From an optimization exercise on the open Yosys and OpenROAD flow, aimed at small area and a short achievable clock period; shortcuts taken in it are not production practice.
The flow treats the clock pin as an ideal source. Dropping or thinning the clock tree relies on that and would not hold on a real chip.
Power is estimated from default activity; no workload was simulated.

// module_64_8
module module_64_8
#(parameter width = 64, parameter depth = 8)
(
    input   clk,
    input   reset_n,
    input   strobe_in,
    input   [width-1:0] input_data,
    input   req_data,
    output  ready,
    output  data_end,
    output  strobe_out,
    output  [7:0] data_out,
    output  [$clog2(depth)-1:0] write_counter
);
Size in the first run: about 1000 cells after synthesis, ~620 flip-flops, roughly 0.020 sq mm of cells after synthesis.
==> flow/config.mk <==
export PLATFORM = sky130hd
export DESIGN_NAME = module_64_8
export DESIGN_NICKNAME = module_64_8
export VERILOG_FILES = /design/flow/design.v
export SDC_FILE = /design/flow/constraint.sdc
export NUM_CORES = 4
export LEC_CHECK = 0
export CAP_MARGIN = 20
export CORE_MARGIN = 2
export CORE_UTILIZATION = 60
export SETUP_SLACK_MARGIN = 3.1
export SLEW_MARGIN = 20
==> flow/constraint.sdc <==
create_clock -name core_clock -period 5.0 [get_ports {clk}]
set_input_delay 1.0000 -clock core_clock [delete_from_list [all_inputs] [get_ports {clk}]]
set_output_delay 1.0000 -clock core_clock [all_outputs]
set_load 0.01 [all_outputs]
standard.sh (not shown) runs the stock make flow with config.mk's settings and CLKGATE_MAP_FILE= SYNTH_SCRIPT=/design/flow/synth_recipe.tcl, a recipe that flattens the netlist after the stock synthesis.
==> flow/flow/run.sh <==
#!/bin/bash
# The standard ORFS layout with these changes:
# - synthesis maps the logic with an area-oriented ABC script (flow/abc_area.script);
#   everything else in synthesis is the standard synthesis, so the registers are
#   the same cells with the same names;
# - the port buffers are buf_1 cells (instead of the delay cells buffer_ports picks),
#   and timing repair is free to change a cell's footprint;
# - a clock tree of about 30 flip-flops per leaf buffer, whose top is reshaped after
#   CTS (flow/clock_top.tcl) so the clock port drives four first-level buffers.
set -euo pipefail
W=$(pwd)
# ORFS's synth.tcl, with its ABC script replaced by flow/abc_area.script
sed '/^source \$::env(SCRIPTS_DIR)\/synth_preamble.tcl/a set abc_args [lreplace $abc_args 1 1 $::env(MY_ABC_SCRIPT)]\nputs "ABC script: $::env(MY_ABC_SCRIPT)"' \
  "$FLOW_HOME/scripts/synth.tcl" > "$W/area_synth.tcl"
grep -q MY_ABC_SCRIPT "$W/area_synth.tcl"
# The standard flow's synthesis script, sourcing that copy
sed "s#source \$::env(SCRIPTS_DIR)/synth.tcl#source $W/area_synth.tcl#" synth_recipe.tcl > "$W/area_synth_recipe.tcl"
grep -q area_synth.tcl "$W/area_synth_recipe.tcl"
export MY_ABC_SCRIPT="$W/flow/abc_area.script"
bash standard.sh "SYNTH_SCRIPT=$W/area_synth_recipe.tcl" MATCH_CELL_FOOTPRINT=0 \
  "BUFFER_PORTS_ARGS=-buffer_cell sky130_fd_sc_hd__buf_1" \
  "CTS_ARGS=-sink_clustering_enable -repair_clock_nets -buf_list {sky130_fd_sc_hd__clkbuf_16} -sink_clustering_size 30 -sink_clustering_max_diameter 80 -dont_use_dummy_load" \
  "POST_CTS_TCL=$W/flow/clock_top.tcl" \
  finish > standard_flow.log 2>&1
==> flow/flow/abc_area.script <==
&get -n
&st
&dch
&nf -R 0
&put
topo
stime -c
Other scripts of this flow, unchanged in this note and not shown: flow/flow/clock_top.tcl
Rerun with:
--- a/flow/config.mk
+++ b/flow/config.mk
@@ -10,3 +10,3 @@
 export CORE_UTILIZATION = 60
-export SETUP_SLACK_MARGIN = 3.1
+export SETUP_SLACK_MARGIN = 3.0
 export SLEW_MARGIN = 20
Outcome:
- routed wire length fell by about 1.2%
- via count rose by 1.7%
- power stays flat
- worst hold slack loses 0.029 ns
- worst setup slack improved by 0.059 ns
- global-route usage went down by 0.22 points
- critical path depth is unchanged
Rerun with:
==> flow/flow/run.sh (replaced) <==
#!/bin/bash
# The standard ORFS layout, with the port buffers made of buf_1 cells (instead of the
# delay cells buffer_ports picks by default), timing repair free to change a cell's
# footprint, a clock tree of about 30 flip-flops per leaf buffer, and the top of the
# clock tree reshaped after CTS (flow/clock_top.tcl).
set -euo pipefail
W=$(pwd)
bash standard.sh MATCH_CELL_FOOTPRINT=0 \
  "BUFFER_PORTS_ARGS=-buffer_cell sky130_fd_sc_hd__buf_1" \
  "CTS_ARGS=-sink_clustering_enable -repair_clock_nets -buf_list {sky130_fd_sc_hd__clkbuf_16} -sink_clustering_size 30 -sink_clustering_max_diameter 80 -dont_use_dummy_load" \
  "POST_CTS_TCL=$W/flow/clock_top.tcl" \
  finish > standard_flow.log 2>&1
--- a/flow/config.mk
+++ b/flow/config.mk
@@ -10,3 +10,3 @@
 export CORE_UTILIZATION = 60
-export SETUP_SLACK_MARGIN = 3.0
+export SETUP_SLACK_MARGIN = 3.2
 export SLEW_MARGIN = 20
removed: flow/flow/abc_area.script
Sequential cell count does not change.
Wire length rises by 8.0%.
Total power goes down by 3.7%.
Utilization falls by 1.8 points.
Synthesized area went up by 4.3%.
Cell area rises by 2.3%.
Die area climbs by 4.2%.
Hold slack gets better by 0.038 ns.
Rerun with:
==> flow/flow/run.sh (replaced) <==
#!/bin/bash
# The standard ORFS layout with these changes:
# - synthesis maps the logic with an area-oriented ABC script (flow/abc_area.script);
#   everything else in synthesis is the standard synthesis, so the registers are
#   the same cells with the same names;
# - the port buffers are buf_1 cells (instead of the delay cells buffer_ports picks),
#   and timing repair is free to change a cell's footprint;
# - a clock tree of about 30 flip-flops per leaf buffer, whose top is reshaped after
#   CTS (flow/clock_top.tcl) so the clock port drives four first-level buffers.
set -euo pipefail
W=$(pwd)
# ORFS's synth.tcl, with its ABC script replaced by flow/abc_area.script
sed '/^source \$::env(SCRIPTS_DIR)\/synth_preamble.tcl/a set abc_args [lreplace $abc_args 1 1 $::env(MY_ABC_SCRIPT)]\nputs "ABC script: $::env(MY_ABC_SCRIPT)"' \
  "$FLOW_HOME/scripts/synth.tcl" > "$W/area_synth.tcl"
grep -q MY_ABC_SCRIPT "$W/area_synth.tcl"
# The standard flow's synthesis script, sourcing that copy
sed "s#source \$::env(SCRIPTS_DIR)/synth.tcl#source $W/area_synth.tcl#" synth_recipe.tcl > "$W/area_synth_recipe.tcl"
grep -q area_synth.tcl "$W/area_synth_recipe.tcl"
export MY_ABC_SCRIPT="$W/flow/abc_area.script"
bash standard.sh "SYNTH_SCRIPT=$W/area_synth_recipe.tcl" MATCH_CELL_FOOTPRINT=0 \
  "BUFFER_PORTS_ARGS=-buffer_cell sky130_fd_sc_hd__buf_1" \
  "CTS_ARGS=-sink_clustering_enable -repair_clock_nets -buf_list {sky130_fd_sc_hd__clkbuf_16} -sink_clustering_size 30 -sink_clustering_max_diameter 80 -dont_use_dummy_load" \
  "POST_CTS_TCL=$W/flow/clock_top.tcl" \
  finish > standard_flow.log 2>&1
==> flow/flow/abc_area.script (new file) <==
&get -n
&st
&dch
&nf -R 0
&put
topo
stime -c
Result:
- The new run finished clean
- sequential power goes up by 5.6%
- synthesized cell count goes down by 10%
- flip-flop and latch count does not change
- hold slack degrades by 0.0053 ns
- power goes up by 4.7%
- via count goes down by 0.85%
- global-route usage stays flat
Function was not checked in any run of this note: the RTL went through the layout flow alone.

port drivers added, routing unchanged:
No port has a modelled driver above. Below, the same layouts with a new extraction and two added sets of constraints.
Step 1 (the two cells are an assumption about what drives the block):
set clk [get_ports {clk}]
set_driving_cell -lib_cell sky130_fd_sc_hd__clkbuf_16 $clk
set_driving_cell -lib_cell sky130_fd_sc_hd__buf_2 [delete_from_list [all_inputs] $clk]
Step 2, shift: input delay + t, output delay - t, t = (earliest + latest rising clock arrival at the registers) / 2. This alone moves slack from input paths to output paths.
Three values: ideal ports, drivers, drivers and shift; two values: the first two.
| run | shift t [ns] | setup slack, ns | worst hold slack (ns) | latest minus earliest clock arrival (ns) |
|---|---|---|---|---|
| the first run | 0.458 | 3.060 / 3.061 / 2.691 | 0.445 / 0.445 / 0.445 | 0.034 / 0.034 |
| the second run | 0.444 | 3.119 / 3.058 / 2.766 | 0.416 / 0.416 / 0.416 | 0.087 / 0.087 |
| the third run | 0.460 | 3.168 / 3.054 / 2.897 | 0.453 / 0.453 / 0.453 | 0.050 / 0.051 |
| the fourth run | 0.466 | 3.142 / 3.025 / 2.851 | 0.448 / 0.448 / 0.448 | 0.061 / 0.061 |
After both steps setup and hold are still met in every run listed. For the first run, which loses most, drivers alone change the setup slack by +0.001 ns; drivers and shift together by -0.369 ns.
